Source: an optimization exercise on an open RTL-to-GDS flow (aim: small area and a short achievable clock period). Production flows keep margins and buffers that such runs may drop. The RTL was checked by simulation tests, not by an equivalence proof against the original design. Power figures rest on the tool's default switching activity, not on a simulated workload.

// part2
module part2 (
    clear,
    clock,
    digit,
    digit_valid,
    end_of_line,
    total,
    line_result
);
clock: 6.5 ns
lec_check: 0
abc_area: 1
cap_margin: 20
core_margin: 2
core_utilization: 40
setup_slack_margin: 2.6
slew_margin: 20
standard.sh (not shown) runs the stock make flow with config.mk's settings and CLKGATE_MAP_FILE= SYNTH_SCRIPT=/design/flow/synth_recipe.tcl, a recipe that flattens the netlist after the stock synthesis.
==> flow/flow/run.sh <==
#!/bin/bash
# The standard layout (standard.sh), with these changes:
#  - synthesis leaves adders to ABC as plain gates (ADDER_MAP_FILE empty: no
#    full or half adder cells), so ABC can restructure the arithmetic;
#  - ABC's area script maps for a delay target (flow/abc_area.script) instead
#    of the unreachable default, so it can recover area off the critical paths;
set -euo pipefail
here=$(pwd)
rm -rf "$here/synth_scripts"
cp -r "$FLOW_HOME/scripts" "$here/synth_scripts"
cp "$here/flow/abc_area.script" "$here/synth_scripts/abc_area.script"
bash standard.sh ADDER_MAP_FILE= SCRIPTS_DIR="$here/synth_scripts" synth > synth.log 2>&1
export BUFFER_PORTS_ARGS="-buffer_cell sky130_fd_sc_hd__buf_2"
bash standard.sh ADDER_MAP_FILE= "BUFFER_PORTS_ARGS=$BUFFER_PORTS_ARGS" finish > layout.log 2>&1
==> flow/flow/abc_area.script <==
strash
dch -f
map -D 3000 -A 0.9
topo
stime -c
buffer -c
upsize -c -D 3000
dnsize -c -D 3000
The first run completed with no timing, DRC or antenna violations.
==> next run, changes <==
==> flow/flow/abc_area.script (replaced) <==
strash
dch -f
map -D 3500 -A 0.9
topo
stime -c
buffer -c
upsize -c -D 3500
dnsize -c -D 3500
Settings changed: SETUP_SLACK_MARGIN 2.6 to 2.2.
What happened: Combinational power goes down by about 2%; hold slack degrades by 0.0099 ns; synthesized area drops by 0.50%; clock power is higher by about 5%; core utilization came out lower by 1.5 points.
==> next run, changes <==
==> flow/flow/abc_area.script (replaced) <==
strash
dch -f
map -D 3000 -A 0.9
topo
stime -c
buffer -c
upsize -c -D 3000
dnsize -c -D 3000
What happened: The new run produced a clean layout; worst setup slack is better by 0.21 ns; utilization drops by 1.4 points; worst hold slack is better by 0.0077 ns; via count drops by about 2.7%; die area climbs by about 0.5%; clock-buffer cell count climbs by 1; synthesized area climbs by 0.51%; synthesized cell count drops by about 2.5%; global-route usage drops by 0.77 points.
==> next run, changes <==
==> flow/flow/abc_area.script (replaced) <==
strash
dch -f
map -D 2500 -A 0.9
topo
stime -c
buffer -c
upsize -c -D 2500
dnsize -c -D 2500
Settings changed: SETUP_SLACK_MARGIN 2.2 to 2.6.
The changed run completed with no timing, DRC or antenna violations.
Worst setup slack improved by 0.25 ns.
Die area grows by 4.2%.
Hold slack got worse by 0.011 ns.
Clock power shrinks by 2.4%.
Global-route usage grows by 0.75 points.
Sequential share of layout area shrinks by 0.75 points.
Design area grows by 4.3%.
Cell count grows by 1.6%.
Clock-buffer cell count grows by 1.
Sequential cell count stays the same.

---

part2, a different RTL version from the one above (not shown whole).
Size: ~2300 cells after synthesis, about 170 flip-flops, ~120 I/O pins.
clock: 6.5 ns
lec_check: 0
abc_area: 1
cap_margin: 20
core_margin: 2
core_utilization: 40
setup_slack_margin: 3.0
slew_margin: 20
run.sh (not shown) runs the stock make flow with config.mk's settings and CLKGATE_MAP_FILE= SYNTH_SCRIPT=/design/flow/synth_recipe.tcl, a recipe that flattens the netlist after the stock synthesis.
Stock flow here: none of the scripts above is used.
The baseline completed with no timing, DRC or antenna violations.
Then changed:
==> flow/flow/run.sh (new file) <==
#!/bin/bash
# The standard layout (standard.sh), with these changes:
#  - synthesis leaves adders to ABC as plain gates (ADDER_MAP_FILE empty: no
#    full or half adder cells), so ABC can restructure the arithmetic;
#  - ABC's area script maps for a delay target (flow/abc_area.script) instead
#    of the unreachable default, so it can recover area off the critical paths;
set -euo pipefail
here=$(pwd)
rm -rf "$here/synth_scripts"
cp -r "$FLOW_HOME/scripts" "$here/synth_scripts"
cp "$here/flow/abc_area.script" "$here/synth_scripts/abc_area.script"
bash standard.sh ADDER_MAP_FILE= SCRIPTS_DIR="$here/synth_scripts" synth > synth.log 2>&1
export BUFFER_PORTS_ARGS="-buffer_cell sky130_fd_sc_hd__buf_2"
bash standard.sh ADDER_MAP_FILE= "BUFFER_PORTS_ARGS=$BUFFER_PORTS_ARGS" finish > layout.log 2>&1
==> flow/flow/abc_area.script (new file) <==
strash
dch
map -D 3000
topo
stime -c
buffer -c
upsize -c -D 3000
dnsize -c -D 3000
==> flow/standard.sh (new file) <==
#!/bin/bash
# synth_recipe.tcl (not shown) runs the flow's synth.tcl, then flattens the netlist and writes it again
# the make line also repeats each setting of config.mk as NAME=value (left out here)
make -C /OpenROAD-flow-scripts/flow DESIGN_CONFIG=/design/flow/config.mk WORK_HOME=/design/flow/orfs CLKGATE_MAP_FILE= SYNTH_SCRIPT=/design/flow/synth_recipe.tcl "${@:-finish}"
--- a/flow/config.mk
+++ b/flow/config.mk
@@ -12 +12,2 @@
-export SETUP_SLACK_MARGIN = 3.0
+export CTS_BUF_LIST = sky130_fd_sc_hd__clkbuf_4 sky130_fd_sc_hd__clkbuf_8
+export SETUP_SLACK_MARGIN = 2.2
removed: flow/run.sh
The new run finished clean.
Utilization falls by 10 points.
Fmax rises by 16%.
Routed wire length falls by 5.5%.
Worst setup slack gains 0.63 ns.
Final area falls by 22%.
Power falls by 3.7%.
Non-clock buffer count falls by 157.
Count of clock-buffer cells in the layout rises by 1.
Flip-flop and latch count is unchanged.
Register-to-register slack gains 0.64 ns.
Then changed:
==> flow/flow/run.sh (replaced) <==
#!/bin/bash
# The standard layout, except that synthesis maps adders to plain gates
# (no full/half adder cells), so ABC can restructure the arithmetic.
set -euo pipefail
bash standard.sh ADDER_MAP_FILE= finish > standard_flow.log 2>&1
--- a/flow/config.mk
+++ b/flow/config.mk
@@ -12,2 +12 @@
-export CTS_BUF_LIST = sky130_fd_sc_hd__clkbuf_4 sky130_fd_sc_hd__clkbuf_8
-export SETUP_SLACK_MARGIN = 2.2
+export SETUP_SLACK_MARGIN = 2.5
removed: flow/flow/abc_area.script
Result: The new run passed the timing, DRC and antenna checks; sequential power is about the same; combinational power came out lower by 15%; cell count came out higher by 23%; count of clock-buffer cells in the layout came out lower by 1; worst setup slack improves by 0.18 ns.
Then changed:
==> flow/flow/run.sh (replaced) <==
#!/bin/bash
set -euo pipefail
here=$(pwd)
rm -rf "$here/synth_scripts"
cp -r "$FLOW_HOME/scripts" "$here/synth_scripts"
cp "$here/flow/abc_area.script" "$here/synth_scripts/abc_area.script"
bash standard.sh ADDER_MAP_FILE= SCRIPTS_DIR="$here/synth_scripts" synth > synth.log 2>&1
bash standard.sh ADDER_MAP_FILE= finish > layout.log 2>&1
==> flow/flow/abc_area.script (new file) <==
strash
dch
map -D 2500
topo
stime -c
buffer -c
upsize -c -D 2500
dnsize -c -D 2500
Outcome: Non-clock buffer count went up by 80; first-iteration DRC count went up by 12%; hold slack gains 0.0086 ns; total power went up by 10%; via count went down by 13%; cell area went down by 4.6%; routed wire length went down by 7.2%; register-to-register slack loses 0.14 ns; clock skew went down by 0.012 ns; count of clock-buffer cells in the layout went up by 3; synthesized cell count went down by 20%.
Then changed:
--- a/flow/flow/run.sh
+++ b/flow/flow/run.sh
@@ -1,0 +2,5 @@
+# The standard layout (standard.sh), with these changes:
+#  - synthesis leaves adders to ABC as plain gates (ADDER_MAP_FILE empty: no
+#    full or half adder cells), so ABC can restructure the arithmetic;
+#  - ABC's area script maps for a delay target (flow/abc_area.script) instead
+#    of the unreachable default, so it can recover area off the critical paths;
@@ -8 +13,2 @@
-bash standard.sh ADDER_MAP_FILE= finish > layout.log 2>&1
+export BUFFER_PORTS_ARGS="-buffer_cell sky130_fd_sc_hd__buf_2"
+bash standard.sh ADDER_MAP_FILE= "BUFFER_PORTS_ARGS=$BUFFER_PORTS_ARGS" finish > layout.log 2>&1
==> flow/flow/abc_area.script (replaced) <==
strash
dch -f
map -D 3000 -A 0.9
topo
stime -c
buffer -c
upsize -c -D 3000
dnsize -c -D 3000
--- a/flow/config.mk
+++ b/flow/config.mk
@@ -12 +12 @@
-export SETUP_SLACK_MARGIN = 2.5
+export SETUP_SLACK_MARGIN = 2.4
Outcome: Non-clock buffer count went down by 49; routed wire length went down by roughly a tenth; clock-buffer cell count went down by 3; clock skew hardly moves; clock power went up by about a fifth; sequential share of layout area went up by 1.3 points; total power went down by about a fifth; maximum frequency went up slightly; synthesized cell count went up by a few percent; final cell count went up by a few percent.

port drivers added, routing unchanged:
The results above use ideal ports. As a check the final layouts listed here were re-extracted and re-timed, cells and wires unchanged. Step 1, drivers: a clkbuf_16 drives clock and a buf_2 each remaining input, both assumed. Step 2 times the ports against the registers' clock, not the clock port: input delays grow and output delays shrink by t, the midpoint of the rising clock arrivals with the driver on. Slacks: ideal / step 1 / step 2; pairs: ideal / step 1.
run	t, ns	setup WS [ns]	pins driven straight from the clock port
the first run of note 1	0.496	2.785 / 2.744 / 2.472	1
the second run of note 1	0.501	2.351 / 2.351 / 2.252	1
the third run of note 1	0.494	2.560 / 2.505 / 2.216	1
the fourth run of note 1	0.508	2.806 / 2.751 / 2.444	1
the first run of note 2	0.520	1.866 / 1.866 / 1.866	1
the second run of note 2	0.579	2.494 / 2.446 / 2.251	1
the third run of note 2	0.522	2.671 / 2.618 / 2.319	1
the fourth run of note 2	0.523	2.647 / 2.597 / 2.253	1
the fifth run of note 2	0.521	2.664 / 2.608 / 2.503	1
After both steps every run listed still meets setup and hold. For the fourth run of note 2, which loses most, drivers alone change the setup slack by -0.050 ns; drivers and shift together by -0.394 ns.
